What follows belongs to an exercise in optimizing a design on an open flow for small area, a short achievable clock period and few clock cycles; a production flow would make more cautious choices.
Only simulation tests tie the RTL to the original design; equivalence was not proved.
Power figures rest on the tool's default switching activity, not on a simulated workload.

### flow/config.mk
export PLATFORM = sky130hd
export DESIGN_NAME = cpu
export DESIGN_NICKNAME = cpu
export VERILOG_FILES = /design/flow/design.v
export SDC_FILE = /design/flow/constraint.sdc
export NUM_CORES = 4
export LEC_CHECK = 0
export CAP_MARGIN = 20
export CORE_MARGIN = 2
export CORE_UTILIZATION = 40
export CTS_CLUSTER_DIAMETER = 100
export CTS_CLUSTER_SIZE = 30
export SLEW_MARGIN = 20
### flow/flow/run.sh
#!/bin/bash
set -euo pipefail
MARGIN=$(cat flow/margin.txt)
bash standard.sh SETUP_SLACK_MARGIN=$MARGIN finish > standard_flow.log 2>&1
### flow/design.v
module alu(
    input  wire [31:0] a,
    input  wire [31:0] b,
    input  wire        sub,       
    input  wire        sh_left,
    input  wire        sh_arith,
    output wire [31:0] sum,
    output wire        lt,        
    output wire        ltu,       
    output wire        eq,
    output wire [31:0] shift
);
    wire co_unused, no_borrow;
    wire [31:0] diff_unused;
    ks_add #(32) adder(.x(a), .y(b ^ {32{sub}}), .cin(sub), .sum(sum), .cout(co_unused));
    ks_add #(32) compare(.x(a), .y(~b), .cin(1'b1), .sum(diff_unused), .cout(no_borrow));
    assign ltu = ~no_borrow;
    assign lt  = (a[31] ^ b[31]) ? a[31] : ltu;
    assign eq  = (a == b);
    function [31:0] rev(input [31:0] x);
        integer k;
        for (k = 0; k < 32; k = k + 1) rev[k] = x[31-k];
    endfunction
    wire [31:0] sh_in = sh_left ? rev(a) : a;
    wire [32:0] sh_ext = {sh_arith & sh_in[31], sh_in};
    wire [32:0] sh_r = $signed(sh_ext) >>> b[4:0];
    assign shift = sh_left ? rev(sh_r[31:0]) : sh_r[31:0];
endmodule
module ks_add #(parameter W = 32) (
    input  wire [W-1:0] x,
    input  wire [W-1:0] y,
    input  wire         cin,
    output wire [W-1:0] sum,
    output wire         cout
);
    reg [W-1:0] g, p;
    integer i, d;
    always @(*) begin
        g = x & y;
        p = x ^ y;
        g[0] = g[0] | (p[0] & cin);
        for (d = 1; d < W; d = d * 2)
            for (i = W - 1; i >= d; i = i - 1) begin
                g[i] = g[i] | (p[i] & g[i-d]);
                p[i] = p[i] & p[i-d];
            end
    end
    assign sum  = x ^ y ^ {g[W-2:0], cin};
    assign cout = g[W-1];
endmodule
module incdec #(parameter W = 30) (
    input  wire [W-1:0] x,
    output wire [W-1:0] inc,
    output wire [W-1:0] dec
);
    reg [W-1:0] ones, zeros;      
    integer i, d;
    always @(*) begin
        ones  = {x[W-2:0], 1'b1};
        zeros = {~x[W-2:0], 1'b1};
        for (d = 1; d < W; d = d * 2)
            for (i = W - 1; i >= d; i = i - 1) begin
                ones[i]  = ones[i] & ones[i-d];
                zeros[i] = zeros[i] & zeros[i-d];
            end
    end
    assign inc = x ^ ones;
    assign dec = x ^ zeros;
endmodule
module register_file(
    input  wire        clk,
    input  wire        rst,
    input  wire        we,
    input  wire [4:0]  wa,
    input  wire [31:0] wd,
    input  wire [4:0]  ra1,
    input  wire [4:0]  ra2,
    output reg  [31:0] rd1,
    output reg  [31:0] rd2
);
    reg [31:0] regs [1:31];
    reg [31:1] valid;
    integer i;
    always @(posedge clk or posedge rst) begin
        if (rst)
            valid <= 31'b0;
        else if (we && wa != 5'd0)
            valid[wa] <= 1'b1;
    end
    always @(posedge clk) begin
        if (we && wa != 5'd0)
            regs[wa] <= wd;
    end
    always @(*) begin
        rd1 = 32'b0;
        rd2 = 32'b0;
        for (i = 1; i < 32; i = i + 1) begin
            rd1 = rd1 | ({32{valid[i] && ra1 == i}} & regs[i]);
            rd2 = rd2 | ({32{valid[i] && ra2 == i}} & regs[i]);
        end
    end
endmodule
module cpu(
    input wire clk,
    input wire rst,
    output wire [31:0] instr_addr,
    input wire [31:0] instruction,
    output wire [31:0] data_addr,
    output wire [31:0] data_out,
    input wire [31:0] data_in,
    output wire mem_write,
    output wire mem_read
);
    reg  [31:2] pc;
    reg  [15:0] bht;             
    reg         ifid_valid;
    reg         ifid_pred;       
    reg  [31:0] ifid_instr;
    reg  [31:2] ifid_pc;
    reg         idex_valid;
    reg         idex_we;         
    reg         idex_load;
    reg         idex_store;
    reg         idex_ctl;        
    reg         idex_ctl1;       
    reg         idex_jalr;
    reg         idex_jal;
    reg         idex_fwdbr;      
    reg  [3:0]  idex_bidx;       
    reg         idex_c_eq, idex_c_lt, idex_c_ltu, idex_c_one;
    reg         idex_flip;       
    reg         idex_inv;        
    reg  [4:0]  idex_rd;
    reg         idex_fwd_s;      
    reg         idex_sub;
    reg         idex_sh_left;
    reg         idex_sh_arith;
    reg         idex_s_sum, idex_s_slt, idex_s_sltu, idex_s_xor, idex_s_or,
                idex_s_and, idex_s_sh, idex_s_pass;
    reg  [31:0] idex_a;          
    reg  [31:0] idex_b;          
    reg  [31:0] idex_i;          
    reg         exmem_we;
    reg         exmem_load;
    reg         exmem_store;
    reg  [4:0]  exmem_rd;
    reg  [31:0] exmem_res;
    reg  [31:0] exmem_sdata;
    assign data_addr = exmem_res;
    assign data_out  = exmem_sdata;
    assign mem_read  = exmem_load;
    assign mem_write = exmem_store;
    wire [31:0] wb_data = exmem_load ? data_in : exmem_res;
    wire [31:0] ins = ifid_instr;
    wire [4:0]  op  = ins[6:2];
    wire [2:0]  f3  = ins[14:12];
    wire [4:0]  rs1 = ins[19:15];
    wire [4:0]  rs2 = ins[24:20];
    wire [4:0]  rd  = ins[11:7];
    wire is_br    =  op[4] & ~op[0];
    wire is_jal   =  op[4] &  op[1];
    wire is_jalr  =  op[4] &  op[0] & ~op[1];
    wire is_u     = ~op[4] &  op[0];             
    wire is_lui   =  is_u  &  op[3];
    wire is_load  = ~op[4] & ~op[2] & ~op[3];
    wire is_store = ~op[4] & ~op[2] &  op[3];
    wire is_opi   = ~op[4] &  op[2] & ~op[3] & ~op[0];
    wire is_op    = ~op[4] &  op[2] &  op[3] & ~op[0];
    wire uses_rs1 = ~(is_u | is_jal);
    wire writes   = ~(is_br | is_store) & (rd != 5'd0);
    wire [31:0] imm_i = {{20{ins[31]}}, ins[31:20]};
    wire [31:0] imm_s = {{20{ins[31]}}, ins[31:25], ins[11:7]};
    wire [31:0] imm_b = {{19{ins[31]}}, ins[31], ins[7], ins[30:25], ins[11:8], 1'b0};
    wire [31:0] imm_u = {ins[31:12], 12'b0};
    wire [31:0] imm_j = {{11{ins[31]}}, ins[31], ins[19:12], ins[20], ins[30:21], 1'b0};
    wire [31:0] imm_pc = is_br ? imm_b : (is_jal ? imm_j : imm_u);
    wire [31:2] pc_rel_w, pc_4, pc_4_unused;
    wire        pc_rel_co;
    ks_add #(30) pc_rel_add(.x(ifid_pc), .y(imm_pc[31:2]), .cin(1'b0),
                            .sum(pc_rel_w), .cout(pc_rel_co));
    wire [31:0] pc_rel = {pc_rel_w, 2'b00};
    incdec #(30) pc_4_inc(.x(ifid_pc), .inc(pc_4), .dec(pc_4_unused));   
    wire [31:0] rf1, rf2;
    register_file registers(
        .clk(clk), .rst(rst),
        .we(exmem_we), .wa(exmem_rd), .wd(wb_data),
        .ra1(rs1), .ra2(rs2), .rd1(rf1), .rd2(rf2)
    );
    wire [31:0] rs1_val = (exmem_we && exmem_rd == rs1) ? wb_data : rf1;
    wire [31:0] rs2_val = (exmem_we && exmem_rd == rs2) ? wb_data : rf2;
    wire hit1 = idex_valid & idex_we & (idex_rd == rs1);
    wire hit2 = idex_valid & idex_we & (idex_rd == rs2);
    wire stall = ifid_valid & idex_load &
                 ((uses_rs1 & hit1) | ((is_op | is_br) & hit2));
    wire [31:0] result;           
    wire ex_redirect;
    wire ex_skip;
    wire [31:2] ex_target;
    wire id_go   = ifid_valid & ~stall & ~ex_redirect & ~ex_skip;
    wire [31:0] fi = instruction;
    wire f_s    = fi[31];                            
    wire f_jal  = fi[6] & fi[3];
    wire f_br   = fi[6] & ~fi[2];
    wire f_small_j = ({fi[30], fi[20], fi[19:12]} == {10{f_s}});
    wire f_small_b = ({fi[30], fi[7]} == {2{f_s}});
    wire f_pred = (f_jal & f_small_j) |
                  (f_br & f_small_b & (f_s | bht[pc[5:2]]));
    wire [7:0]  f_off_j = fi[29:22];
    wire [7:0]  f_off_b = {fi[29:25], fi[11:9]};
    wire [8:0]  lo_j, lo_b;
    ks_add #(8) lo_j_add(.x(pc[9:2]), .y(f_off_j), .cin(1'b0), .sum(lo_j[7:0]), .cout(lo_j[8]));
    ks_add #(8) lo_b_add(.x(pc[9:2]), .y(f_off_b), .cin(1'b0), .sum(lo_b[7:0]), .cout(lo_b[8]));
    wire [8:0]  f_lo = f_jal ? lo_j : lo_b;
    wire [31:10] hi_inc, hi_dec;
    incdec #(22) hi_incdec(.x(pc[31:10]), .inc(hi_inc), .dec(hi_dec));
    wire [9:2] lo_inc, lo_dec_unused;
    incdec #(8) lo_incdec(.x(pc[9:2]), .inc(lo_inc), .dec(lo_dec_unused));
    wire [31:2] pc_next_seq = {(&pc[9:2]) ? hi_inc : pc[31:10], lo_inc};
    wire [31:10] f_hi = (f_s == f_lo[8]) ? pc[31:10] : (f_lo[8] ? hi_inc : hi_dec);
    wire [31:2] f_target = {f_hi, f_lo[7:0]};
    assign instr_addr = {pc, 2'b00};
    always @(posedge clk or posedge rst) begin
        if (rst)
            pc <= 30'b0;
        else if (ex_redirect)
            pc <= ex_target;
        else if (!stall)
            pc <= f_pred ? f_target : pc_next_seq;
    end
    always @(posedge clk or posedge rst) begin
        if (rst)
            ifid_valid <= 1'b0;
        else if (ex_redirect)
            ifid_valid <= 1'b0;
        else if (!stall)
            ifid_valid <= 1'b1;
    end
    always @(posedge clk) begin
        if (!stall) begin
            ifid_pred  <= f_pred;
            ifid_instr <= instruction;
            ifid_pc    <= pc;
        end
    end
    wire over1 = is_br & ~ifid_pred & (imm_b[11:0] == 12'd8) & ~f_pred;
    always @(posedge clk or posedge rst) begin
        if (rst) begin
            idex_valid <= 1'b0;
            idex_we    <= 1'b0;
            idex_load  <= 1'b0;
            idex_store <= 1'b0;
            idex_ctl   <= 1'b0;
            idex_ctl1  <= 1'b0;
            idex_jalr  <= 1'b0;
            idex_fwdbr <= 1'b0;
        end else begin
            idex_valid <= id_go;
            idex_we    <= id_go & writes;
            idex_load  <= id_go & is_load;
            idex_store <= id_go & is_store;
            idex_ctl   <= id_go & (is_br | is_jal) & ~over1;
            idex_ctl1  <= id_go & over1;
            idex_jalr  <= id_go & is_jalr;
            idex_fwdbr <= id_go & is_br & ~ins[31];
        end
    end
    wire arith_f3 = is_op | is_opi;
    always @(posedge clk) begin
        idex_jal      <= is_jal;
        idex_bidx     <= ifid_pc[5:2];
        idex_c_eq     <= ~f3[2];
        idex_c_lt     <= ~is_jal & f3[2] & ~f3[1];
        idex_c_ltu    <= ~is_jal & f3[2] &  f3[1];
        idex_c_one    <= is_jal;
        idex_inv      <= ~is_jal & f3[0];
        idex_flip     <= (~is_jal & f3[0]) ^ ifid_pred;
        idex_rd       <= rd;
        idex_fwd_s    <= hit2 & is_store & idex_load;
        idex_sub      <= is_op & f3 == 3'b000 & ins[30];
        idex_sh_left  <= ~f3[2];
        idex_sh_arith <= ins[30];
        idex_s_sum    <= is_load | is_store | (arith_f3 & f3 == 3'b000);
        idex_s_slt    <= arith_f3 & f3 == 3'b010;
        idex_s_sltu   <= arith_f3 & f3 == 3'b011;
        idex_s_xor    <= arith_f3 & f3 == 3'b100;
        idex_s_or     <= arith_f3 & f3 == 3'b110;
        idex_s_and    <= arith_f3 & f3 == 3'b111;
        idex_s_sh     <= arith_f3 & f3[1:0] == 2'b01;
        idex_s_pass   <= is_u | is_jal | is_jalr;
        idex_a        <= hit1 ? result : rs1_val;
        idex_b        <= (is_op | is_br) ? (hit2 ? result : rs2_val) :
                         is_jal ? pc_rel :
                         is_store ? imm_s : imm_i;
        idex_i        <= is_store ? (hit2 ? result : rs2_val) :
                         is_lui ? imm_u :
                         (is_jal | is_jalr) ? {pc_4, 2'b00} :
                         (is_br & ifid_pred) ? {pc_4, 2'b00} : pc_rel;
    end
    wire [31:0] sdata = idex_fwd_s ? data_in : idex_i;
    wire [31:0] sum, shift;
    wire lt, ltu, eq;
    alu alu_unit(
        .a(idex_a), .b(idex_b), .sub(idex_sub),
        .sh_left(idex_sh_left), .sh_arith(idex_sh_arith),
        .sum(sum), .lt(lt), .ltu(ltu), .eq(eq), .shift(shift)
    );
    assign result =
        ({32{idex_s_sum}}  & sum) |
        ({32{idex_s_slt}}  & {31'b0, lt}) |
        ({32{idex_s_sltu}} & {31'b0, ltu}) |
        ({32{idex_s_xor}}  & (idex_a ^ idex_b)) |
        ({32{idex_s_or}}   & (idex_a | idex_b)) |
        ({32{idex_s_and}}  & (idex_a & idex_b)) |
        ({32{idex_s_sh}}   & shift) |
        ({32{idex_s_pass}} & idex_i);
    wire cond = (idex_c_eq & eq) | (idex_c_lt & lt) | (idex_c_ltu & ltu) | idex_c_one;
    wire wrong = cond ^ idex_flip;                   
    assign ex_skip     = idex_ctl1 & wrong;
    assign ex_redirect = idex_jalr | (idex_ctl & wrong);
    assign ex_target   = idex_jalr ? sum[31:2] :
                         idex_jal ? idex_b[31:2] : idex_i[31:2];
    always @(posedge clk or posedge rst) begin
        if (rst)
            bht <= 16'b0;
        else if (idex_fwdbr)
            bht[idex_bidx] <= cond ^ idex_inv;
    end
    always @(posedge clk or posedge rst) begin
        if (rst) begin
            exmem_we    <= 1'b0;
            exmem_load  <= 1'b0;
            exmem_store <= 1'b0;
        end else begin
            exmem_we    <= idex_we;
            exmem_load  <= idex_load;
            exmem_store <= idex_store;
        end
    end
    always @(posedge clk) begin
        exmem_rd    <= idex_rd;
        exmem_res   <= result;
        exmem_sdata <= sdata;
    end
endmodule
### flow/standard.sh
#!/bin/bash
# synth_recipe.tcl (not shown) runs the flow's synth.tcl, then flattens the netlist and writes it again
# the make line also repeats each setting of config.mk as NAME=value (left out here)
make -C /OpenROAD-flow-scripts/flow DESIGN_CONFIG=/design/flow/config.mk WORK_HOME=/design/flow/orfs CLKGATE_MAP_FILE= SYNTH_SCRIPT=/design/flow/synth_recipe.tcl "${@:-finish}"
### flow/constraint.sdc
create_clock -name core_clock -period 12.0 [get_ports {clk}]
set_input_delay 2.4000 -clock core_clock [delete_from_list [all_inputs] [get_ports {clk}]]
set_output_delay 2.4000 -clock core_clock [all_outputs]
set_load 0.01 [all_outputs]
### flow/flow/margin.txt
8.0
==> results of run 1 <==
-- cell families (layout without fill, tap and decap cells) --
logic type,Yosys count,after routing,share of synthesized area [%]
compound gates,1847,1850,20.7
xor+xnor,170,170,2.24
fa+ha+maj,190,190,3.60
buf+inv,579,677,3.38
flops,1333,1333,56.4
mux,215,215,4.35
other cells,1,9,0.00561
simple gates,1242,1243,9.42
-- metrics by stage --
stage | setup WS (ns) | power (mW) | hold WS (ns) | utilization (%)
6_report | 7.60 | 14.0 | 0.366 | 45.5
5_1_grt | 7.48 | 14.2 | 0.383 | 45.5
4_1_cts | 7.66 | 13.5 | 0.371 | 44.8
3_5_place_dp | 5.97 | 10.9 | 0.342 | 42.8
3_3_place_gp | 5.98 | 10.9 | 0.341 | 42.8
2_1_floorplan | 7.27 | 8.72 | 0.331 | -
-- state kept, by name (all words and copies together), names as in the netlist, 16 cells and up --
signal and cells:
registers.regs 992, exmem_res 32, exmem_sdata 32, idex_a 32, idex_b 32, idex_i 32, registers.valid 31, ifid_instr 30
ifid_pc 30, pc 30, bht 16
-- synth_stat cells (all sizes together) (139+ instances only) --
cell	count	area (um2)
o21ai	225	1130
nor2	244	916
ha	186	2330
a22oi	462	3470
a221oi	253	2230
dfxtp	191	3820
clkbuf	354	1330
a21oi	194	982
a22o	252	2210
inv	139	522
nand2	271	1020
nand3	156	781
nand4	152	951
edfxtp	1053	31600
-- area by class of cell --
class                      count  area [um2]  area share (%)
tap                         2204        2760            3.64
antenna                        7        17.5          0.0231
clock buffer                  66        1400            1.84
sequential                  1333       37800            49.9
clock inverter                15         280           0.370
inverter                     141         553           0.730
multi-input combinational   3670       28900            38.1
timing repair buffer         455        4080            5.38
-- worst paths after layout --
path / endpoint / cells after the start
max in group asynchronous: pc[3]$_DFFE_PP0P_ / 3
worst min register to register: exmem_store$_DFF_PP0_ / 0
worst min-delay path: exmem_store$_DFF_PP0_ / 0
worst max register to register: idex_a[26]$_DFF_P_ / 8
min in group asynchronous: exmem_store$_DFF_PP0_ / 2
worst max-delay path: pc[19]$_DFFE_PP0P_ / 15
-- worst max-delay path: stages --
cell      delay, ns
buf_8          0.10
ha_4           0.15
inv_2          0.05
fa_2           0.20
nor2b_1        0.05
o211ai_1       0.37
a311oi_4       0.15
buf_6          0.16
nor2_4         0.20
nand3_4        0.11
or4_4          0.54
a21oi_4        0.18
xnor2_1        0.13
nand2_1        0.07
a22o_1         0.18
-- what timing repair did --
item                                    4_1_cts  5_1_grt
gates resized for setup                     395      132
cloned                                        4        6
pin swaps                                    52       64
buffers inserted                             84       45
hold buffers                                  0        0
endpoints found under the setup margin      259      145
-- power by group --
group | internal, mW | switching [mW]
Clock | 0.893 | 1.57
Combinational | 1.70 | 3.22
Sequential | 5.86 | 0.713
-- layer usage --
layer / up-vias / routed length (um)
met5: - / 502
met2: 5961 / 140000
met1: 28600 / 111000
met4: 31 / 32800
li1: 22400 / -
met3: 1729 / 51600
==> results.sh, run 1 <==
export IMPL_tns_ns=0
export IMPL_cp_startpoint="instruction[9]"
export IMPL_cts_clk_slew_worst_paths_ns=0.12
export IMPL_peakVddDrop_mv=0.151
export IMPL_core_area_mm2=0.166
export IMPL_die_area_mm2=0.170
export IMPL_max_freq_ghz=0.227
export IMPL_num_vias=58800
export IMPL_fin_crit_sh_pct=36.7
export IMPL_ys_seq_elements=1333
export IMPL_worstMarginPinSlew_ns=1.20
export IMPL_timing_rr_start="exmem_rd[2]$_DFF_P_"
export IMPL_numPlacedInstances=7664
export IMPL_worst_path_max_fanout=4
export IMPL_ys_types=106
export IMPL_grt_use_met3_pct=13.9
export IMPL_ios=164
export IMPL_hold_class="flip-flop to flip-flop"
export IMPL_grt_first_pass_wirelength_um=446000
export IMPL_yosysWarnings=9
export IMPL_yosysSeqAreaShare_pct=56.4
export IMPL_setup_violations=0
export IMPL_wl_um=335000
export IMPL_ff2ff_setup_slack_ns=7.90
export IMPL_cp_end_kind="flip-flop"
export IMPL_gp_congestion=1.05
export IMPL_power_density_mw_per_mm2=184
export IMPL_grt_usage_pct=37.7
export IMPL_p_leak_nw=26.5
export IMPL_wl_per_cell_um=42.5
export IMPL_first_iter_violations=13000
export IMPL_startpoint_type="input port"
export IMPL_ant_nets=0
export IMPL_cts_htree_levels=2
export IMPL_synthCells=5577
export IMPL_cts_sinks=1333
export IMPL_syn_to_final_growth_pct=13.3
export IMPL_portBuffers=159
export IMPL_synth_edf_count=1053
export IMPL_nNetsFinal=5911
export IMPL_cts_root_buf="clkbuf_16"
export IMPL_fin_area_mm2=0.0757
export IMPL_status="finished clean"
export IMPL_viasPerCell=7.45
export IMPL_dp_hpwl_um=199000
export IMPL_dpl_instance_area_mm2=0.0712
export IMPL_insertion_delay_ns=0.80
export IMPL_max_slew_margin_rel_pct=19.2
export IMPL_busiest_layer="met2"
export IMPL_arrival_ns=5.05
export IMPL_grt_max_degree=70
export IMPL_final_cells=7891
export IMPL_async_flop_share_pct=6.68
export IMPL_drive_gt1_share_pct=16.2
export IMPL_rsz0062_at_grt="true"
export IMPL_drv_slew=0
export IMPL_crit_type="input port to flip-flop"
export IMPL_grtUsageMet1_pct=45.2
export IMPL_overflow=0
export IMPL_num_fill_cells=15100
export IMPL_fp_dieW_um=413
export IMPL_clk_path_buf_depth=3
export IMPL_use_met2_pct=55.4
export IMPL_cts_tree="built"
export IMPL_drtPass1Iterations=11
export IMPL_cts_made_buffers=54
export IMPL_final_min_clock_period_ns=4.40
export IMPL_die_height_um=413
export IMPL_final_common_cell="edfxtp_1"
export IMPL_grt_pass1_vias=54100
export IMPL_avgSynthCellArea_um2=12.0
export IMPL_min_from="idex_store$_DFF_PP0_"
export IMPL_rows=150
export IMPL_antenna_found_initial=18
export IMPL_hold_viol_final=0
export IMPL_skew_ns=0.0706
export IMPL_cap_viol_max_count=0
export IMPL_required_ns=12.65
export IMPL_synthFlopType="edfxtp_1"
export IMPL_drc=0
export IMPL_final_cell_mix="1053 x edfxtp_1, 461 x a22oi_1, 264 x nand2_1, 252 x a22o_1, 251 x buf_4"
export IMPL_start_util_pct=40.1
export IMPL_netlist_area_mm2=0.0668
Testbench counts, summed over its fixed seeds: cycles 46,517.
==> run 2: changes to the inputs <==
--- a/flow/design.v
+++ b/flow/design.v
@@ -115,6 +115,7 @@
     reg  [15:0] bht;             
     reg         ifid_valid;
     reg         ifid_pred;       
+    reg         ifid_br, ifid_jal;   
     reg  [31:0] ifid_instr;
     reg  [31:2] ifid_pc;
     reg         idex_valid;
@@ -173,7 +174,7 @@
     wire [31:0] imm_b = {{19{ins[31]}}, ins[31], ins[7], ins[30:25], ins[11:8], 1'b0};
     wire [31:0] imm_u = {ins[31:12], 12'b0};
     wire [31:0] imm_j = {{11{ins[31]}}, ins[31], ins[19:12], ins[20], ins[30:21], 1'b0};
-    wire [31:0] imm_pc = is_br ? imm_b : (is_jal ? imm_j : imm_u);
+    wire [31:0] imm_pc = ifid_br ? imm_b : (ifid_jal ? imm_j : imm_u);
     wire [31:2] pc_rel_w, pc_4, pc_4_unused;
     wire        pc_rel_co;
     ks_add #(30) pc_rel_add(.x(ifid_pc), .y(imm_pc[31:2]), .cin(1'b0),
@@ -197,6 +198,12 @@
     wire ex_skip;
     wire [31:2] ex_target;
     wire id_go   = ifid_valid & ~stall & ~ex_redirect & ~ex_skip;
+    wire [7:0] id_off = is_jal ? ins[29:22] : {ins[29:25], ins[11:9]};
+    wire [7:0] id_lo_unused;
+    wire       id_c;
+    ks_add #(8) id_lo_add(.x(ifid_pc[9:2]), .y(id_off), .cin(1'b0),
+                          .sum(id_lo_unused), .cout(id_c));
+    wire id_redirect = id_go & ifid_pred & (id_c ^ ins[31]);
     wire [31:0] fi = instruction;
     wire f_s    = fi[31];                            
     wire f_jal  = fi[6] & fi[3];
@@ -205,32 +212,33 @@
     wire f_small_b = ({fi[30], fi[7]} == {2{f_s}});
     wire f_pred = (f_jal & f_small_j) |
                   (f_br & f_small_b & (f_s | bht[pc[5:2]]));
-    wire [7:0]  f_off_j = fi[29:22];
-    wire [7:0]  f_off_b = {fi[29:25], fi[11:9]};
-    wire [8:0]  lo_j, lo_b;
-    ks_add #(8) lo_j_add(.x(pc[9:2]), .y(f_off_j), .cin(1'b0), .sum(lo_j[7:0]), .cout(lo_j[8]));
-    ks_add #(8) lo_b_add(.x(pc[9:2]), .y(f_off_b), .cin(1'b0), .sum(lo_b[7:0]), .cout(lo_b[8]));
-    wire [8:0]  f_lo = f_jal ? lo_j : lo_b;
+    wire [7:0]  lo_j, lo_b;
+    wire        c_j_unused, c_b_unused;
+    ks_add #(8) lo_j_add(.x(pc[9:2]), .y(fi[29:22]), .cin(1'b0),
+                         .sum(lo_j), .cout(c_j_unused));
+    ks_add #(8) lo_b_add(.x(pc[9:2]), .y({fi[29:25], fi[11:9]}), .cin(1'b0),
+                         .sum(lo_b), .cout(c_b_unused));
+    wire [31:2] f_target = {pc[31:10], f_jal ? lo_j : lo_b};
     wire [31:10] hi_inc, hi_dec;
     incdec #(22) hi_incdec(.x(pc[31:10]), .inc(hi_inc), .dec(hi_dec));
     wire [9:2] lo_inc, lo_dec_unused;
     incdec #(8) lo_incdec(.x(pc[9:2]), .inc(lo_inc), .dec(lo_dec_unused));
     wire [31:2] pc_next_seq = {(&pc[9:2]) ? hi_inc : pc[31:10], lo_inc};
-    wire [31:10] f_hi = (f_s == f_lo[8]) ? pc[31:10] : (f_lo[8] ? hi_inc : hi_dec);
-    wire [31:2] f_target = {f_hi, f_lo[7:0]};
     assign instr_addr = {pc, 2'b00};
     always @(posedge clk or posedge rst) begin
         if (rst)
             pc <= 30'b0;
         else if (ex_redirect)
             pc <= ex_target;
+        else if (id_redirect)
+            pc <= {id_c ? hi_inc : hi_dec, pc[9:2]};
         else if (!stall)
             pc <= f_pred ? f_target : pc_next_seq;
     end
     always @(posedge clk or posedge rst) begin
         if (rst)
             ifid_valid <= 1'b0;
-        else if (ex_redirect)
+        else if (ex_redirect || id_redirect)
             ifid_valid <= 1'b0;
         else if (!stall)
             ifid_valid <= 1'b1;
@@ -238,6 +246,8 @@
     always @(posedge clk) begin
         if (!stall) begin
             ifid_pred  <= f_pred;
+            ifid_br    <= f_br;
+            ifid_jal   <= f_jal;
             ifid_instr <= instruction;
             ifid_pc    <= pc;
         end
--- a/flow/config.mk
+++ b/flow/config.mk
@@ -7,7 +7,7 @@
 export LEC_CHECK = 0
 export CAP_MARGIN = 20
 export CORE_MARGIN = 2
-export CORE_UTILIZATION = 40
-export CTS_CLUSTER_DIAMETER = 100
-export CTS_CLUSTER_SIZE = 30
+export CORE_UTILIZATION = 50
+export CTS_CLUSTER_DIAMETER = 80
+export CTS_CLUSTER_SIZE = 24
 export SLEW_MARGIN = 20
==> run 2 against run 1 <==
Effect of this change: sequential power fell by 0.8%; clock skew fell by 0.012 ns; power rose by 5.7%; critical path depth fell by 6; highest routed layer unchanged.
==> results.sh, run 2 <==
export IMPL_status="finished clean"
export IMPL_gp_congestion=1.03
export IMPL_die_height_um=370
export IMPL_cts_htree_levels=3
export IMPL_largest_reg_flops=992
export IMPL_wl_um=331000
export IMPL_drive_gt1_share_pct=16.5
export IMPL_worst_path_max_fanout=21
export IMPL_rows=134
export IMPL_wl_per_cell_um=43.8
export IMPL_ff2ff_setup_slack_ns=7.89
export IMPL_cts_root_buf="clkbuf_16"
export IMPL_max_freq_ghz=0.243
export IMPL_grt_pass1_vias=54200
export IMPL_required_ns=12.69
export IMPL_finalPower_mw=14.7
export IMPL_slowest_delay_ns=1.06
export IMPL_insertion_delay_ns=0.77
export IMPL_syn_to_final_growth_pct=13.4
export IMPL_synthCells=5611
export IMPL_num_vias=59100
export IMPL_final_cell_mix="1055 x edfxtp_1, 482 x a22oi_1, 320 x nand2_1, 256 x buf_4, 238 x a221oi_1"
export IMPL_multi_input_area_mm2=0.0285
export IMPL_startpoint_type="flip-flop"
export IMPL_async_flop_share_pct=6.67
export IMPL_cp_endpoint="idex_a[30]$_DFF_P_"
export IMPL_hold_viol_final=0
export IMPL_final_min_clock_period_ns=4.11
export IMPL_tns_ns=0
export IMPL_yosys_top_cells_area="edfxtp_1 47%, dfxtp_1 5.7%, a22oi_1 5.4%"
export IMPL_clk_path_buf_depth=3
export IMPL_cts_made_buffers=80
export IMPL_core_area_mm2=0.133
export IMPL_numPlacedInstances=7256
export IMPL_dp_hpwl_um=196000
export IMPL_antenna_found_initial=22
export IMPL_peakVddDrop_mv=0.160
export IMPL_holdWs_ns=0.354
export IMPL_final_cells=7546
export IMPL_synth_most_common_cell="edfxtp_1"
export IMPL_grt_first_pass_wirelength_um=442000
export IMPL_cts_tree="built"
export IMPL_final_util_pct=57.1
export IMPL_synth_edf_count=1055
export IMPL_grt_usage_pct=46.6
export IMPL_timing_rr_start="ifid_instr[19]$_DFFE_PN_"
export IMPL_worstMarginPinSlew_ns=1.19
export IMPL_regMostFlops="registers.regs"
export IMPL_setup_violations=0
export IMPL_cts_clk_slew_worst_paths_ns=0.09
export IMPL_ios=164
export IMPL_yosysTopAreaCellShare_pct=47.2
export IMPL_min_from="idex_store$_DFF_PP0_"
export IMPL_fp_dieW_um=370
export IMPL_hold_class="flip-flop to flip-flop"
export IMPL_die_area_mm2=0.137
export IMPL_portBuffers=159
export IMPL_drv_slew=0
export IMPL_reg2reg_to="idex_a[30]$_DFF_P_"
export IMPL_power_density_mw_per_mm2=194
export IMPL_avgSynthCellArea_um2=12.0
export IMPL_synthTopCellsByCount="1055 x edfxtp_1, 482 x a22oi_1, 372 x clkbuf_1"
export IMPL_yosysSeqAreaShare_pct=56.2
export IMPL_cp_startpoint="ifid_instr[19]$_DFFE_PN_"
export IMPL_final_common_cell="edfxtp_1"
export IMPL_drtPass1Iterations=14
export IMPL_max_slew_margin_rel_pct=20.1
export IMPL_register_area_mm2=0.0379
export IMPL_overflow=0
export IMPL_cp_end_kind="flip-flop"
export IMPL_arrival_ns=4.80
export IMPL_fin_crit_sh_pct=34.2
export IMPL_synthFlopType="edfxtp_1"
export IMPL_ys_seq_elements=1335
export IMPL_setup_slack_ns=7.89
export IMPL_nNetsFinal=5971
export IMPL_dpl_instance_area_mm2=0.0708
export IMPL_cp_cell_sequence="inv_1 -> nor2_1 -> and3_2 -> buf_4 -> a221oi_1 -> nand4_1 -> nor3_1 -> o21ai_0 -> o21a_1"
export IMPL_drc=0
export IMPL_netlist_area_mm2=0.0671
export IMPL_first_iter_violations=13400
export IMPL_p_leak_nw=27.1
export IMPL_grt_max_degree=73
export IMPL_crit_slowest_cell="and3_2"
export IMPL_fin_area_mm2=0.0761
export IMPL_rsz0062_at_grt="true"
export IMPL_num_fill_cells=11100
export IMPL_pre_cts_slack_ns=6.32
export IMPL_yosysTopAreaCell="edfxtp_1"
export IMPL_reg2reg_depth=9
export IMPL_start_util_pct=50.3
export IMPL_yosysWarnings=9
export IMPL_viasPerCell=7.83
export IMPL_ys_types=101
export IMPL_cts_sinks=1335
export IMPL_cap_viol_max_count=0
export IMPL_skew_ns=0.0581
export IMPL_crit_type="flip-flop to flip-flop"
export IMPL_ant_nets=0
-- run 2: worst max-delay path, delay by kind of cell, from the launching register on --
family                 cells  cell delay (ns)
AND/OR/NAND/NOR            4             1.78
AO/OA/AOI/OAI              3             0.91
buffers and inverters      2             0.66
flip-flops                 1             0.65
-- run 2: power breakdown --
group / internal [mW] / switching [mW]
registers: 5.89 / 0.637
logic: 1.71 / 3.29
clock network: 1.44 / 1.77
total: 9.05 / 5.70
-- run 2: what timing repair did --
| action | in CTS | in global routing |
|---|---|---|
| hold buffers | 0 | 0 |
| pin swaps | 29 | 45 |
| setup buffers | 86 | 35 |
| endpoints found under the setup margin | 228 | 168 |
| resized for setup | 328 | 177 |
| cloned | 10 | 8 |
-- run 2: cells by family (layout without fill, tap and decap cells) --
kind of cell | count (synthesis) | in the layout | share of synthesized area [%]
flops | 1335 | 1335 | 56.2
mux | 224 | 224 | 4.49
simple gates | 1251 | 1254 | 9.37
other cells | 1 | 12 | 0.00559
xor+xnor | 165 | 165 | 2.15
buf+inv | 603 | 754 | 3.47
fa+ha+maj | 196 | 196 | 3.70
compound gates | 1836 | 1838 | 20.6
-- run 2: worst min-delay path by stage --
| stage | slack (ns) | end | cells past startpoint |
|---|---|---|---|
| after global placement | 0.34 | exmem_store$_DFF_PP0_ | 0 |
| after detailed placement | 0.34 | exmem_store$_DFF_PP0_ | 0 |
| after global routing | 0.37 | exmem_store$_DFF_PP0_ | 0 |
| after CTS | 0.36 | exmem_store$_DFF_PP0_ | 0 |
| final | 0.35 | exmem_store$_DFF_PP0_ | 0 |
| after floorplan | 0.33 | exmem_store$_DFF_PP0_ | 0 |
-- run 2: routing by layer --
layer	vias up	wire length (um)	track usage (%)
met3	1762	52100	18.0
met5	-	315	0.140
li1	22700	-	-
met4	30	32400	35.5
met1	28600	109000	56.6
met2	5972	136000	66.7
-- run 2: cell type report --
| class | count | area share, % |
|---|---|---|
| clock inverters | 38 | 0.740 |
| clock buffers | 103 | 2.85 |
| flip-flops and latches | 1335 | 49.8 |
| repair buffers | 447 | 5.33 |
| repair inverters | 2 | 0.0132 |
| multi-input cells | 3679 | 37.4 |
| diodes | 10 | 0.0329 |
| inverters | 164 | 0.889 |
| well taps | 1768 | 2.91 |
Testbench counts of run 2, summed over its fixed seeds: cycles 46,579.
==> run 3: changes to the inputs <==
--- a/flow/design.v
+++ b/flow/design.v
@@ -73,8 +73,10 @@
     input  wire        we,
     input  wire [4:0]  wa,
     input  wire [31:0] wd,
-    input  wire [4:0]  ra1,
-    input  wire [4:0]  ra2,
+    input  wire [3:0]  ra1_hi,
+    input  wire [7:0]  ra1_lo,
+    input  wire [3:0]  ra2_hi,
+    input  wire [7:0]  ra2_lo,
     output reg  [31:0] rd1,
     output reg  [31:0] rd2
 );
@@ -95,8 +97,8 @@
         rd1 = 32'b0;
         rd2 = 32'b0;
         for (i = 1; i < 32; i = i + 1) begin
-            rd1 = rd1 | ({32{valid[i] && ra1 == i}} & regs[i]);
-            rd2 = rd2 | ({32{valid[i] && ra2 == i}} & regs[i]);
+            rd1 = rd1 | ({32{valid[i] & ra1_hi[i/8] & ra1_lo[i%8]}} & regs[i]);
+            rd2 = rd2 | ({32{valid[i] & ra2_hi[i/8] & ra2_lo[i%8]}} & regs[i]);
         end
     end
 endmodule
@@ -116,6 +118,8 @@
     reg         ifid_valid;
     reg         ifid_pred;       
     reg         ifid_br, ifid_jal;   
+    reg  [3:0]  ifid_r1_hi, ifid_r2_hi;  
+    reg  [7:0]  ifid_r1_lo, ifid_r2_lo;
     reg  [31:0] ifid_instr;
     reg  [31:2] ifid_pc;
     reg         idex_valid;
@@ -185,7 +189,8 @@
     register_file registers(
         .clk(clk), .rst(rst),
         .we(exmem_we), .wa(exmem_rd), .wd(wb_data),
-        .ra1(rs1), .ra2(rs2), .rd1(rf1), .rd2(rf2)
+        .ra1_hi(ifid_r1_hi), .ra1_lo(ifid_r1_lo),
+        .ra2_hi(ifid_r2_hi), .ra2_lo(ifid_r2_lo), .rd1(rf1), .rd2(rf2)
     );
     wire [31:0] rs1_val = (exmem_we && exmem_rd == rs1) ? wb_data : rf1;
     wire [31:0] rs2_val = (exmem_we && exmem_rd == rs2) ? wb_data : rf2;
@@ -247,6 +252,10 @@
         if (!stall) begin
             ifid_pred  <= f_pred;
             ifid_br    <= f_br;
+            ifid_r1_hi <= 4'b1 << fi[19:18];
+            ifid_r1_lo <= 8'b1 << fi[17:15];
+            ifid_r2_hi <= 4'b1 << fi[24:23];
+            ifid_r2_lo <= 8'b1 << fi[22:20];
             ifid_jal   <= f_jal;
             ifid_instr <= instruction;
             ifid_pc    <= pc;
==> run 3 against run 2 <==
Effect of this change: synthesized area grew 0.98%; largest cell class unchanged; non-clock buffer count grew 13; critical endpoint is now pc[17]$_DFFE_PP0P_; largest power group unchanged; combinational power shrank about 10%.
==> results.sh, run 3 <==
export IMPL_status="finished clean"
export IMPL_slowest_delay_ns=0.60
export IMPL_die_height_um=372
export IMPL_clockPowerShare_pct=22.9
export IMPL_worst_path_max_fanout=5
export IMPL_syn_to_final_growth_pct=13.7
export IMPL_cts_sinks=1359
export IMPL_max_freq_ghz=0.241
export IMPL_cts_htree_levels=3
export IMPL_grt_first_pass_wirelength_um=436000
export IMPL_crit_slowest_cell="o31ai_2"
export IMPL_switching_share_pct=37.3
export IMPL_yosysTopAreaCellShare_pct=47.8
export IMPL_skew_ns=0.0632
export IMPL_fp_dieW_um=372
export IMPL_final_min_clock_period_ns=4.14
export IMPL_overflow=0
export IMPL_path_delay_family="compound AO/OA/AOI/OAI gates"
export IMPL_clk_path_buf_depth=3
export IMPL_peakVddDrop_mv=0.127
export IMPL_worstMarginPinSlew_ns=1.37
export IMPL_num_fill_cells=11100
export IMPL_fin_area_mm2=0.0770
export IMPL_final_cells=7583
export IMPL_yosysSeqAreaShare_pct=56.8
export IMPL_postCtsHoldBufs=0
export IMPL_rsz0062_at_grt="true"
export IMPL_num_vias=59300
export IMPL_drtPass1Iterations=9
export IMPL_setup_violations=0
export IMPL_first_iter_violations=12600
export IMPL_cts_tree="built"
export IMPL_yosys_top_cells_area="edfxtp_1 48%, dfxtp_1 5.6%, a22oi_1 4.6%"
export IMPL_startpoint_type="flip-flop"
export IMPL_antenna_found_initial=9
export IMPL_max_slew_margin_rel_pct=8.72
export IMPL_cts_clk_slew_worst_paths_ns=0.10
export IMPL_crit_buf_inv=6
export IMPL_die_area_mm2=0.138
export IMPL_wl_um=328000
export IMPL_synth_most_common_cell="edfxtp_1"
export IMPL_netlist_area_mm2=0.0677
export IMPL_multi_input_area_mm2=0.0286
export IMPL_grt_max_degree=66
export IMPL_power_frac_seq_pct=45.4
export IMPL_largest_reg_flops=992
export IMPL_portBuffers=159
export IMPL_insertion_delay_ns=0.76
export IMPL_yosysWarnings=9
export IMPL_drive_gt1_share_pct=17.2
export IMPL_dpl_instance_area_mm2=0.0715
export IMPL_regMostFlops="registers.regs"
export IMPL_cp_end_kind="flip-flop"
export IMPL_start_util_pct=50.2
export IMPL_hold_viol_final=0
export IMPL_internal_power_mw=8.89
export IMPL_ys_seq_elements=1359
export IMPL_nNetsFinal=5996
export IMPL_crit_type="flip-flop to flip-flop"
export IMPL_gp_congestion=1.03
export IMPL_avgSynthCellArea_um2=12.1
export IMPL_core_area_mm2=0.135
export IMPL_tns_ns=0
export IMPL_async_flop_share_pct=6.55
export IMPL_combinationalPowerShare_pct=31.7
export IMPL_arrival_ns=4.81
export IMPL_final_common_cell="edfxtp_1"
export IMPL_rows=135
export IMPL_setup_slack_ns=7.86
export IMPL_synthTopCellsByCount="1079 x edfxtp_1, 415 x a22oi_1, 368 x clkbuf_1"
export IMPL_ios=164
export IMPL_final_cell_mix="1079 x edfxtp_1, 415 x a22oi_1, 266 x nand2_1, 266 x a221oi_1, 255 x a22o_1"
export IMPL_power_density_mw_per_mm2=184
export IMPL_cts_root_buf="clkbuf_16"
export IMPL_ant_nets=0
export IMPL_synthCells=5620
export IMPL_cp_cell_sequence="inv_4 -> ha_4 -> or4_4 -> or3_4 -> a211oi_4 -> o41ai_4 -> buf_4 -> a31oi_4 -> mux2i_4 -> buf_6 -> buf_12 -> buf_16 -> buf_4 -> o31ai_2 -> o32ai_1 -> o21ai_1"
export IMPL_dp_hpwl_um=190000
export IMPL_cts_made_buffers=82
export IMPL_power_switching_mw=5.28
export IMPL_crit_top_cell="buf_4"
export IMPL_grt_pass1_vias=53800
export IMPL_drc=0
export IMPL_synthFlopType="edfxtp_1"
export IMPL_drv_slew=0
export IMPL_hold_class="flip-flop to flip-flop"
export IMPL_grt_usage_pct=45.7
export IMPL_required_ns=12.67
export IMPL_register_area_mm2=0.0386
export IMPL_ys_types=90
export IMPL_final_util_pct=57.1
export IMPL_pre_cts_slack_ns=6.10
export IMPL_p_leak_nw=27.6
export IMPL_fin_crit_sh_pct=34.5
export IMPL_wl_per_cell_um=43.2
export IMPL_synth_edf_count=1079
export IMPL_viasPerCell=7.83
export IMPL_cap_viol_max_count=0
export IMPL_yosysTopAreaCell="edfxtp_1"
export IMPL_numPlacedInstances=7278
run 3: cell count changes in the layout (fill, tap and decap cells not counted), moves of 16 or more:
cell | previous run | this run
dlygate4sd2_1 | 79 | 97
a22o_1 | 222 | 255
nor3_2 | 10 | 34
a221oi_1 | 238 | 266
nand3_1 | 155 | 135
dfxtp_1 | 129 | 147
edfxtp_1 | 1055 | 1079
nor2_1 | 197 | 238
a22oi_1 | 482 | 415
a211oi_1 | 21 | 37
nand2_1 | 320 | 266
run 3: cell type report:
cell class                 instances  share of cell area, %
timing repair buffer             460                   5.41
tap                             1781                   2.89
antenna                           13                 0.0422
multi-input combinational       3670                   37.1
timing repair inverter             2                 0.0162
sequential                      1359                   50.1
inverter                         159                  0.828
clock buffer                      93                   2.77
clock inverter                    46                  0.841
run 3: path summary, 6_finish.rpt:
kind                                                         to  slack, ns                  from  cells past startpoint
worst max-delay path                         pc[17]$_DFFE_PP0P_       7.86     idex_a[9]$_DFF_P_                     16
worst min-delay path                      exmem_store$_DFF_PP0_       0.36  idex_store$_DFF_PP0_                      0
worst max register to register               pc[17]$_DFFE_PP0P_       7.86     idex_a[9]$_DFF_P_                     16
worst min register to register            exmem_store$_DFF_PP0_       0.36  idex_store$_DFF_PP0_                      0
max in group asynchronous                     pc[2]$_DFFE_PP0P_       8.41                   rst                      3
min in group asynchronous       registers.valid[18]$_DFFE_PP0P_       2.15                   rst                      2
run 3: metal layers:
layer  global-route usage (%)  part of all wire, %
met1                     56.6                   33
met2                     66.2                   42
met3                     16.5                   16
met4                     32.4                  9.2
met5                        0                0.013
run 3: kinds of logic after synthesis:
| kind of cell | synth area share, % |
|---|---|
| AO/OA/AOI/OAI | 20.3 |
| buffers and inverters | 3.40 |
| multiplexers | 4.77 |
| other | 0.00554 |
| XOR/XNOR | 2.12 |
| AND/OR/NAND/NOR | 9.01 |
| adder cells (fa/ha/maj) | 3.66 |
| flip-flops | 56.8 |
run 3: per-stage QoR:
step / power, mW / hold slack (ns)
after floorplan: 8.57 / 0.331
after global placement: 10.4 / 0.342
after detailed placement: 10.4 / 0.343
after CTS: 13.7 / 0.361
after global routing: 14.5 / 0.369
final: 14.2 / 0.358
run 3: power groups by stage:
stage	Clock, mW	Sequential, mW	Combinational, mW
floorplan	0	6.32	2.26
global placement	0	6.59	3.79
detailed placement	0	6.60	3.82
CTS	3.22	6.41	4.09
global route	3.38	6.46	4.65
finish	3.24	6.44	4.49
run 3: repair_timing:
item | CTS | global route
gates cloned | 11 | 9
pin swaps | 21 | 53
resized for setup | 343 | 178
setup endpoints to repair | 314 | 126
buffers inserted | 90 | 43
Testbench counts of run 3, summed over its fixed seeds: cycles 46,579.
==> run 4: changes to the inputs <==
==> flow/flow/margin.txt (replaced) <==
8.2
==> run 4 against run 3 <==
Effect of this change: synthesized cell count unchanged; still clean; critical path type unchanged; register-to-register slack better by 0.12 ns; non-clock buffer count up 18; power up 0.43%.
==> results.sh, run 4 <==
export IMPL_status="finished clean"
export IMPL_fp_dieW_um=372
export IMPL_antenna_found_initial=19
export IMPL_cts_htree_levels=3
export IMPL_cts_made_buffers=81
export IMPL_yosys_top_cells_area="edfxtp_1 48%, dfxtp_1 5.6%, a22oi_1 4.6%"
export IMPL_dpl_instance_area_mm2=0.0714
export IMPL_crit_type="flip-flop to flip-flop"
export IMPL_async_flop_share_pct=6.55
export IMPL_grt_max_degree=69
export IMPL_viasPerCell=7.84
export IMPL_power_switching_mw=5.33
export IMPL_skew_ns=0.0642
export IMPL_grt_first_pass_wirelength_um=440000
export IMPL_rsz0062_at_grt="true"
export IMPL_internal_power_mw=8.91
export IMPL_switching_share_pct=37.4
export IMPL_synthFlopType="edfxtp_1"
export IMPL_startpoint_type="flip-flop"
export IMPL_synth_most_common_cell="edfxtp_1"
export IMPL_cts_sinks=1359
export IMPL_num_vias=59600
export IMPL_p_leak_nw=27.6
export IMPL_yosys_area_share_simple_pct=9.01
export IMPL_worstMarginPinSlew_ns=1.28
export IMPL_syn_to_final_growth_pct=14.3
export IMPL_cap_viol_max_count=0
export IMPL_power_density_mw_per_mm2=184
export IMPL_rows=135
export IMPL_synth_compound_area_share_pct=20.3
export IMPL_yosysTopAreaCellShare_pct=47.8
export IMPL_synth_xor_area_share_pct=2.12
export IMPL_dp_hpwl_um=188000
export IMPL_finalPower_mw=14.2
export IMPL_largest_reg_flops=992
export IMPL_core_area_mm2=0.135
export IMPL_netlist_area_mm2=0.0677
export IMPL_hold_viol_final=0
export IMPL_setup_violations=0
export IMPL_synth_top_family_by_area="compound AO/OA/AOI/OAI gates"
export IMPL_reg2reg_to="pc[12]$_DFFE_PP0P_"
export IMPL_cts_tree="built"
export IMPL_wl_um=328000
export IMPL_fin_area_mm2=0.0774
export IMPL_start_util_pct=50.2
export IMPL_max_slew_margin_rel_pct=14.3
export IMPL_required_ns=12.69
export IMPL_die_area_mm2=0.138
export IMPL_worst_path_max_fanout=8
export IMPL_min_from="idex_store$_DFF_PP0_"
export IMPL_reg2reg_depth=16
export IMPL_combinationalPowerShare_pct=32.1
export IMPL_final_common_cell="edfxtp_1"
export IMPL_postCtsHoldBufs=0
export IMPL_portBuffers=159
export IMPL_crit_slowest_cell="o31ai_2"
export IMPL_tns_ns=0
export IMPL_synthTopCellsByCount="1079 x edfxtp_1, 415 x a22oi_1, 368 x clkbuf_1"
export IMPL_wl_per_cell_um=43.2
export IMPL_cts_root_buf="clkbuf_16"
export IMPL_first_iter_violations=13200
export IMPL_timing_rr_start="idex_a[31]$_DFF_P_"
export IMPL_cp_end_kind="flip-flop"
export IMPL_ios=164
export IMPL_nNetsFinal=6013
export IMPL_regMostFlops="registers.regs"
export IMPL_crit_buf_inv=7
export IMPL_holdPathStages=0
export IMPL_fin_crit_sh_pct=33.6
export IMPL_yosysWarnings=9
export IMPL_max_freq_ghz=0.248
export IMPL_cts_clk_slew_worst_paths_ns=0.10
export IMPL_ys_types=90
export IMPL_die_height_um=372
export IMPL_clk_path_buf_depth=3
export IMPL_yosysTopAreaCell="edfxtp_1"
export IMPL_final_cell_mix="1079 x edfxtp_1, 415 x a22oi_1, 266 x nand2_1, 262 x a221oi_1, 262 x buf_4"
export IMPL_hold_class="flip-flop to flip-flop"
export IMPL_gp_congestion=1.05
export IMPL_peakVddDrop_mv=0.130
export IMPL_ant_nets=0
export IMPL_ff2ff_setup_slack_ns=7.97
export IMPL_drv_slew=0
export IMPL_drive_gt1_share_pct=19.4
export IMPL_overflow=0
export IMPL_power_frac_seq_pct=45.5
export IMPL_slowest_delay_ns=0.59
export IMPL_synth_mux_area_fraction_pct=4.77
export IMPL_final_min_clock_period_ns=4.03
export IMPL_synth_edf_count=1079
export IMPL_synth_adder_area_share_pct=3.66
export IMPL_ys_seq_elements=1359
export IMPL_hold_path_end="exmem_store$_DFF_PP0_"
export IMPL_arrival_ns=4.71
export IMPL_drc=0
export IMPL_path_delay_family="compound AO/OA/AOI/OAI gates"
export IMPL_avgSynthCellArea_um2=12.1
export IMPL_yosysSeqAreaShare_pct=56.8
export IMPL_grt_pass1_vias=54200
export IMPL_clockPowerShare_pct=22.4
export IMPL_cp_cell_sequence="inv_1 -> ha_1 -> nor4_4 -> and4_4 -> nand4b_1 -> o31ai_4 -> buf_4 -> a31oi_4 -> mux2i_4 -> buf_6 -> buf_6 -> buf_12 -> buf_12 -> buf_16 -> o31ai_2 -> a21o_1"
export IMPL_grt_usage_pct=46.1
export IMPL_insertion_delay_ns=0.77
export IMPL_synthCells=5620
export IMPL_drtPass1Iterations=11
[run 4: cell types whose count changed in the layout (fill, tap and decap cells not counted), sizes merged, moves of 2 or more]
cell,before,now
dlymetal6s2s,2,0
inv,171,176
clkinvlp,6,11
buf,300,354
clkdlybuf4s15,3,21
clkbuf,108,110
diode,13,8
clkinv,27,16
dlygate4sd2,97,45
[run 4: worst reg2reg max path, delay by kind of cell (launching register included)]
family,cells,cell delay (ns)
fa+ha+maj,1,0.38
mux,1,0.27
buf+inv,7,0.94
flops,1,0.49
compound gates,4,1.06
simple gates,3,0.82
[run 4: cell type report]
| class | count | area [um2] |
|---|---|---|
| sequential | 1359 | 38700 |
| tap | 1781 | 2230 |
| multi-input combinational | 3670 | 29000 |
| clock inverter | 44 | 561 |
| antenna | 8 | 20.0 |
| fill | 11100 | 57600 |
| inverter | 159 | 633 |
| clock buffer | 94 | 2150 |
| timing repair buffer | 478 | 4170 |
| timing repair inverter | 2 | 13.8 |
[run 4: logic make-up after synthesis]
kind of cell | after synthesis
flops | 1359
compound gates | 1836
other cells | 1
buf+inv | 598
mux | 242
simple gates | 1224
xor+xnor | 164
fa+ha+maj | 196
[run 4: worst max-delay path by stage]
stage                             startpoint                  to  slack [ns]  cells after the start
after global placement       instruction[15]  pc[24]$_DFFE_PP0P_        6.11                     10
after global routing      idex_a[11]$_DFF_P_  pc[15]$_DFFE_PP0P_        7.95                     16
after floorplan              instruction[16]  pc[14]$_DFFE_PP0P_        7.72                     11
final                     idex_a[31]$_DFF_P_  pc[12]$_DFFE_PP0P_        7.97                     16
after CTS                 idex_a[11]$_DFF_P_  pc[15]$_DFFE_PP0P_        8.04                     16
after detailed placement     instruction[16]  pc[24]$_DFFE_PP0P_        6.06                     10
[run 4: timing repair]
item | 4_1_cts | 5_1_grt
setup endpoints to repair | 289 | 177
pin swaps | 52 | 65
resized for setup | 564 | 203
cloned | 11 | 3
setup buffers | 127 | 47
[run 4: metrics by stage]
step	setup WS, ns	cells	hold slack, ns	util [%]
floorplan	7.72	5621	0.331	-
global placement	6.11	7261	0.339	52.9
detailed placement	6.06	7261	0.344	52.9
CTS	8.04	7537	0.366	56.5
global route	7.95	7587	0.369	57.3
finish	7.97	7595	0.363	57.4
[run 4: per-layer routing]
metal	up-vias	track usage, %	routed length, um
li1	22800	-	-
met1	28900	56.7	108000
met2	6117	65.9	135000
met3	1808	17.4	52100
met4	26	34.3	32800
met5	-	0.839	369
[run 4: power by group through the flow]
stage               logic (mW)  clock network [mW]  registers (mW)
detailed placement        3.79                   0            6.63
global placement          3.76                   0            6.63
CTS                       4.18                3.17            6.43
finish                    4.57                3.19            6.48
global route              4.73                3.33            6.48
floorplan                 2.26                   0            6.32
==> run 5: changes to the inputs <==
==> flow/flow/margin.txt (replaced) <==
8.35
==> run 5 against run 4 <==
Effect of this change: still clean; critical path depth up 1; cell area grew 2.3%; wire length increased by 1.1%; clock skew down 0.0018 ns; clock power down 2%; combinational power is 8.8% higher; critical path type unchanged; critical endpoint is now pc[9]$_DFFE_PP0P_.
==> results.sh, run 5 <==
export IMPL_tns_ns=0
export IMPL_cts_sinks=1359
export IMPL_grt_first_pass_wirelength_um=442000
export IMPL_dp_hpwl_um=188000
export IMPL_drv_slew=0
export IMPL_final_cell_mix="1079 x edfxtp_1, 414 x a22oi_1, 330 x buf_4, 265 x a221oi_1, 264 x nand2_1"
export IMPL_required_ns=12.66
export IMPL_cts_clk_slew_worst_paths_ns=0.10
export IMPL_wl_um=332000
export IMPL_ant_nets=0
export IMPL_postCtsHoldBufs=0
export IMPL_numPlacedInstances=7280
export IMPL_startpoint_type="flip-flop"
export IMPL_synthCells=5620
export IMPL_setup_slack_ns=8.04
export IMPL_netlist_area_mm2=0.0677
export IMPL_yosysSeqAreaShare_pct=56.8
export IMPL_fp_dieW_um=372
export IMPL_p_leak_nw=28.4
export IMPL_grt_pass1_vias=54900
export IMPL_cp_end_kind="flip-flop"
export IMPL_final_cells=7674
export IMPL_cts_root_buf="clkbuf_16"
export IMPL_die_area_mm2=0.138
export IMPL_hold_viol_final=0
export IMPL_overflow=0
export IMPL_yosys_top_cells_area="edfxtp_1 48%, dfxtp_1 5.6%, a22oi_1 4.6%"
export IMPL_regMostFlops="registers.regs"
export IMPL_insertion_delay_ns=0.78
export IMPL_drtPass1Iterations=10
export IMPL_cap_viol_max_count=0
export IMPL_grt_max_degree=72
export IMPL_clk_path_buf_depth=3
export IMPL_core_area_mm2=0.135
export IMPL_worstMarginPinSlew_ns=1.26
export IMPL_synthTopCellsByCount="1079 x edfxtp_1, 415 x a22oi_1, 368 x clkbuf_1"
export IMPL_synthFlopType="edfxtp_1"
export IMPL_yosysTopAreaCellShare_pct=47.8
export IMPL_grt_usage_pct=46.3
export IMPL_fin_crit_sh_pct=33.0
export IMPL_setup_violations=0
export IMPL_ys_types=90
export IMPL_cts_made_buffers=77
export IMPL_ys_seq_elements=1359
export IMPL_worst_path_max_fanout=4
export IMPL_start_util_pct=50.2
export IMPL_ios=164
export IMPL_first_iter_violations=12800
export IMPL_crit_type="flip-flop to flip-flop"
export IMPL_viasPerCell=7.75
export IMPL_gp_congestion=1.04
export IMPL_arrival_ns=4.61
export IMPL_syn_to_final_growth_pct=16.9
export IMPL_max_slew_margin_rel_pct=15.6
export IMPL_status="finished clean"
export IMPL_max_freq_ghz=0.253
export IMPL_final_min_clock_period_ns=3.96
export IMPL_skew_ns=0.0623
export IMPL_avgSynthCellArea_um2=12.1
export IMPL_final_common_cell="edfxtp_1"
export IMPL_drive_gt1_share_pct=23.0
export IMPL_antenna_found_initial=15
export IMPL_cts_tree="built"
export IMPL_pre_cts_slack_ns=6.03
export IMPL_hold_class="flip-flop to flip-flop"
export IMPL_peakVddDrop_mv=0.149
export IMPL_synth_edf_count=1079
export IMPL_portBuffers=159
export IMPL_yosysTopAreaCell="edfxtp_1"
export IMPL_synth_most_common_cell="edfxtp_1"
export IMPL_num_vias=59500
export IMPL_cts_htree_levels=3
export IMPL_yosysWarnings=9
export IMPL_drc=0
export IMPL_rows=135
export IMPL_die_height_um=372
export IMPL_wl_per_cell_um=43.2
export IMPL_rsz0062_at_grt="true"
export IMPL_async_flop_share_pct=6.55
export IMPL_nNetsFinal=6099
export IMPL_largest_reg_flops=992
export IMPL_power_density_mw_per_mm2=184
[run 5: cell counts after synthesis]
No cell type changed its count.
[run 5: final cells by class]
type | instances | area [um2]
fill | 10800 | 55800
sequential | 1359 | 38700
multi-input combinational | 3669 | 29800
timing repair buffer | 571 | 5280
tap | 1781 | 2230
clock buffer | 92 | 2060
inverter | 159 | 624
clock inverter | 38 | 546
antenna | 5 | 12.5
[run 5: repair_timing]
item	in CTS	in global routing
gates resized for setup	938	244
setup endpoints to repair	357	198
hold endpoints to repair	0	0
gates cloned	15	5
pin swaps	98	100
setup buffers	152	87
[run 5: report_power, final]
group          switching [mW]  total, mW  internal (mW)
registers               0.570       6.49           5.92
logic                    3.12       4.97           1.85
clock network            1.77       3.13           1.36
[run 5: final timing paths]
kind / startpoint / endpoint / slack (ns) / cells after the start
max reg2reg: idex_b[11]$_DFF_P_ / pc[9]$_DFFE_PP0P_ / 8.04 / 17
min: idex_store$_DFF_PP0_ / exmem_store$_DFF_PP0_ / 0.36 / 0
max in group asynchronous: rst / pc[3]$_DFFE_PP0P_ / 8.86 / 3
min reg2reg: idex_store$_DFF_PP0_ / exmem_store$_DFF_PP0_ / 0.36 / 0
max: idex_b[11]$_DFF_P_ / pc[9]$_DFFE_PP0P_ / 8.04 / 17
min in group asynchronous: rst / registers.valid[21]$_DFFE_PP0P_ / 1.99 / 2
[run 5: worst max-delay path, stage by stage, from the launching register on]
cell and delay (ns):
dfxtp_4 0.45, inv_4 0.05, ha_4 0.22, or4_4 0.49, or3_4 0.44, a211oi_4 0.22, o41ai_4 0.09, buf_6 0.15
a31oi_4 0.17, buf_12 0.15, mux2i_4 0.27, buf_12 0.16, buf_12 0.13, buf_8 0.12, nor3_4 0.04, a21oi_4 0.32
o31ai_2 0.12, a22o_1 0.22
[run 5: cell families after synthesis]
family,count (synthesis),share of synthesized area (%)
other,1,0.00554
buffers and inverters,598,3.40
xor gates and xnor gates,164,2.12
adders and majority gates,196,3.66
DFF,1359,56.8
muxes,242,4.77
AOI/OAI and AO/OA,1836,20.3
and+or+nand+nor,1224,9.01
[run 5: routing by layer]
layer  GRT usage (%)  part of all wire, %  vias up  wire length [um]
met1            56.2                   33    29000            110000
met3            16.7                   15     1742             51000
met5               0                0.086        -               285
met2            67.1                   42     5827            138000
met4            35.7                  9.9       18             32700
li1                -                    -    22900                 -
[run 5: through the flow]
step           hold slack [ns]  utilization (%)  instance area [um2]  power (mW)
4_1_cts                  0.365             57.2                77200        13.9
5_1_grt                  0.369             58.7                79200        14.9
3_3_place_gp             0.337             53.0                71600        10.4
2_1_floorplan            0.331                -                68000        8.58
6_report                 0.363             58.7                79200        14.6
3_5_place_dp             0.343             53.1                71600        10.4
==> run 6: changes to the inputs <==
==> flow/flow/margin.txt (replaced) <==
8.2
--- a/flow/config.mk
+++ b/flow/config.mk
@@ -8,6 +8,6 @@
 export CAP_MARGIN = 20
 export CORE_MARGIN = 2
 export CORE_UTILIZATION = 50
-export CTS_CLUSTER_DIAMETER = 80
-export CTS_CLUSTER_SIZE = 24
+export CTS_CLUSTER_DIAMETER = 90
+export CTS_CLUSTER_SIZE = 27
 export SLEW_MARGIN = 20
==> run 6 against run 5 <==
Effect of this change: still clean on timing, DRC and antenna; first-iteration DRC count rose by 3.7%; maximum frequency is 1.4% lower; clock power decreased by 12%; core utilization is 1.8 points lower; flip-flop and latch count stayed put; via count fell by 0.84%; critical endpoint is now pc[13]$_DFFE_PP0P_; largest cell class unchanged; largest power group unchanged; highest routed layer unchanged.
==> results.sh, run 6 <==
export IMPL_status="finished clean"
export IMPL_worst_path_max_fanout=6
export IMPL_arrival_ns=4.64
export IMPL_drive_gt1_share_pct=18.5
export IMPL_cp_end_kind="flip-flop"
export IMPL_syn_to_final_growth_pct=13.2
export IMPL_cts_sinks=1359
export IMPL_avgSynthCellArea_um2=12.1
export IMPL_max_slew_margin_rel_pct=11.1
export IMPL_overflow=0
export IMPL_regMostFlops="registers.regs"
export IMPL_die_area_mm2=0.138
export IMPL_skew_ns=0.0669
export IMPL_cts_clk_slew_worst_paths_ns=0.11
export IMPL_portBuffers=159
export IMPL_grt_first_pass_wirelength_um=442000
export IMPL_synth_most_common_cell="edfxtp_1"
export IMPL_cp_cell_sequence="inv_2 -> ha_4 -> or4_4 -> or3_4 -> a211oi_4 -> o41ai_4 -> buf_4 -> a31oi_4 -> buf_12 -> mux2i_4 -> buf_12 -> o211ai_1 -> buf_6 -> buf_6 -> buf_6 -> nand2b_4 -> a2bb2oi_2 -> o21a_1"
export IMPL_cts_root_buf="clkbuf_16"
export IMPL_final_cell_mix="1079 x edfxtp_1, 415 x a22oi_1, 272 x buf_4, 268 x nand2_1, 264 x a221oi_1"
export IMPL_drc=0
export IMPL_fin_crit_sh_pct=33.4
export IMPL_synthTopCellsByCount="1079 x edfxtp_1, 415 x a22oi_1, 368 x clkbuf_1"
export IMPL_postCtsHoldBufs=0
export IMPL_final_util_pct=56.8
export IMPL_grt_usage_pct=46.2
export IMPL_num_vias=59000
export IMPL_final_min_clock_period_ns=4.01
export IMPL_first_iter_violations=13300
export IMPL_peakVddDrop_mv=0.170
export IMPL_ant_nets=0
export IMPL_netlist_area_mm2=0.0677
export IMPL_nNetsFinal=6004
export IMPL_yosys_top_cells_area="edfxtp_1 48%, dfxtp_1 5.6%, a22oi_1 4.6%"
export IMPL_grt_pass1_vias=54400
export IMPL_yosysTopAreaCellShare_pct=47.8
export IMPL_required_ns=12.63
export IMPL_insertion_delay_ns=0.78
export IMPL_yosysSeqAreaShare_pct=56.8
export IMPL_dp_hpwl_um=188000
export IMPL_drtPass1Iterations=12
export IMPL_synthFlopType="edfxtp_1"
export IMPL_crit_type="flip-flop to flip-flop"
export IMPL_largest_reg_flops=992
export IMPL_viasPerCell=7.80
export IMPL_startpoint_type="flip-flop"
export IMPL_drv_slew=0
export IMPL_fp_dieW_um=372
export IMPL_cts_tree="built"
export IMPL_wl_per_cell_um=43.5
export IMPL_clk_path_buf_depth=3
export IMPL_hold_viol_final=0
export IMPL_antenna_found_initial=16
export IMPL_synth_edf_count=1079
export IMPL_slowest_delay_ns=0.53
export IMPL_crit_top_cell="buf_6"
export IMPL_max_freq_ghz=0.249
export IMPL_ios=164
export IMPL_die_height_um=372
export IMPL_start_util_pct=50.2
export IMPL_setup_violations=0
export IMPL_yosysTopAreaCell="edfxtp_1"
export IMPL_rsz0062_at_grt="true"
export IMPL_p_leak_nw=27.3
export IMPL_cap_viol_max_count=0
export IMPL_tns_ns=0
export IMPL_async_flop_share_pct=6.55
export IMPL_cts_made_buffers=67
export IMPL_crit_slowest_cell="or4_4"
export IMPL_hold_class="flip-flop to flip-flop"
export IMPL_core_area_mm2=0.135
export IMPL_cts_htree_levels=3
export IMPL_power_density_mw_per_mm2=180
export IMPL_yosysWarnings=9
export IMPL_ys_seq_elements=1359
export IMPL_worstMarginPinSlew_ns=1.33
export IMPL_final_common_cell="edfxtp_1"
export IMPL_grt_max_degree=69
export IMPL_wl_um=329000
export IMPL_finalPower_mw=13.8
export IMPL_gp_congestion=1.05
export IMPL_rows=135
export IMPL_ys_types=90
export IMPL_synthCells=5620
## run 6: per-layer routing
layer | track usage, % | up-vias | wire length, um
met1 | 56.9 | 28500 | 107000
met5 | 0.874 | - | 385
li1 | - | 22700 | -
met3 | 16.9 | 1778 | 53100
met4 | 34.6 | 24 | 33200
met2 | 66.3 | 6014 | 135000
## run 6: worst paths after layout
| path | startpoint | end | slack (ns) | cells after the start |
|---|---|---|---|---|
| setup / recovery | idex_a[10]$_DFF_P_ | pc[13]$_DFFE_PP0P_ | 7.99 | 18 |
| min in group asynchronous | rst | registers.valid[13]$_DFFE_PP0P_ | 2.17 | 2 |
| hold / removal | idex_store$_DFF_PP0_ | exmem_store$_DFF_PP0_ | 0.36 | 0 |
| max in group asynchronous | rst | pc[2]$_DFFE_PP0P_ | 8.45 | 3 |
| setup reg to reg | idex_a[10]$_DFF_P_ | pc[13]$_DFFE_PP0P_ | 7.99 | 18 |
| hold reg to reg | idex_store$_DFF_PP0_ | exmem_store$_DFF_PP0_ | 0.36 | 0 |
## run 6: through the flow
stage	instance area (um2)	hold slack [ns]	cells	setup WS, ns
finish	76700	0.362	7559	7.99
global route	76700	0.367	7556	7.97
CTS	75600	0.365	7502	8.06
detailed placement	71400	0.344	7261	6.06
global placement	71400	0.339	7261	6.11
floorplan	68000	0.331	5621	7.72
## run 6: critical path, delay by kind of cell, from the launching register on
kind	cells	cell delay, ns
simple gates	3	1.16
flops	1	0.40
fa+ha+maj	1	0.22
compound gates	6	0.84
mux	1	0.27
buf+inv	7	0.98
## run 6: timing repair
action | in CTS | in global routing
gates cloned | 12 | 4
resized for setup | 548 | 192
buffers inserted | 127 | 49
pin swaps | 44 | 48
endpoints found under the setup margin | 289 | 184
## run 6: logic make-up (layout without fill, tap and decap cells)
family / Yosys count / in the layout / synth area share (%)
flops: 1359 / 1359 / 56.8
fa+ha+maj: 196 / 196 / 3.66
xor+xnor: 164 / 164 / 2.12
mux: 242 / 242 / 4.77
compound gates: 1836 / 1838 / 20.3
simple gates: 1224 / 1229 / 9.01
buf+inv: 598 / 745 / 3.40
other cells: 1 / 5 / 0.00554
## run 6: final cells by class
cell class                 instances  area (um2)
clock buffer                      80        1760
clock inverter                    22         280
timing repair buffer             483        4280
timing repair inverter             1        7.51
multi-input combinational       3671       28900
fill                           11100       58200
sequential                      1359       38700
inverter                         159         636
tap                             1781        2230
antenna                            3        7.51
## run 6: report_power, final
part,switching [mW],internal [mW]
combinational,3.01,1.62
clock,1.64,1.11
sequential,0.535,5.92

==> what the ideal ports hide <==
How much do the figures lean on ideal ports? The routed layouts below were timed once more, with nothing changed but the port constraints.
Step 1 (the two cells are an assumption about what drives the block):
set clk [get_ports {clk}]
set_driving_cell -lib_cell sky130_fd_sc_hd__clkbuf_16 $clk
set_driving_cell -lib_cell sky130_fd_sc_hd__buf_2 [delete_from_list [all_inputs] $clk]
Step 2 also shifts input and output timing later by t, the mid clock arrival at the registers, as if the neighbouring blocks saw the same clock.
Three values: ideal, step 1, step 2; two values: the first two.
run	t (ns)	setup slack, ns	hold WS [ns]	clock arrival spread, ns	worst register clock-pin slew, ns
run 1	0.856	7.601 / 7.655 / 6.799	0.366 / 0.366 / 0.366	0.090 / 0.090	0.12 / 0.12
run 2	0.813	7.890 / 7.890 / 7.201	0.354 / 0.354 / 0.354	0.070 / 0.070	0.11 / 0.11
run 3	0.805	7.859 / 7.859 / 7.207	0.358 / 0.358 / 0.358	0.066 / 0.066	0.11 / 0.11
run 4	0.817	7.974 / 7.974 / 7.288	0.363 / 0.363 / 0.363	0.079 / 0.078	0.10 / 0.10
run 5	0.830	8.045 / 8.045 / 7.328	0.363 / 0.363 / 0.363	0.066 / 0.066	0.11 / 0.11
run 6	0.819	7.990 / 7.990 / 7.278	0.362 / 0.362 / 0.362	0.077 / 0.077	0.11 / 0.11
After both steps every run listed still meets setup and hold. For run 1, which loses most, drivers alone change the setup slack by +0.054 ns; drivers and shift together by -0.802 ns.
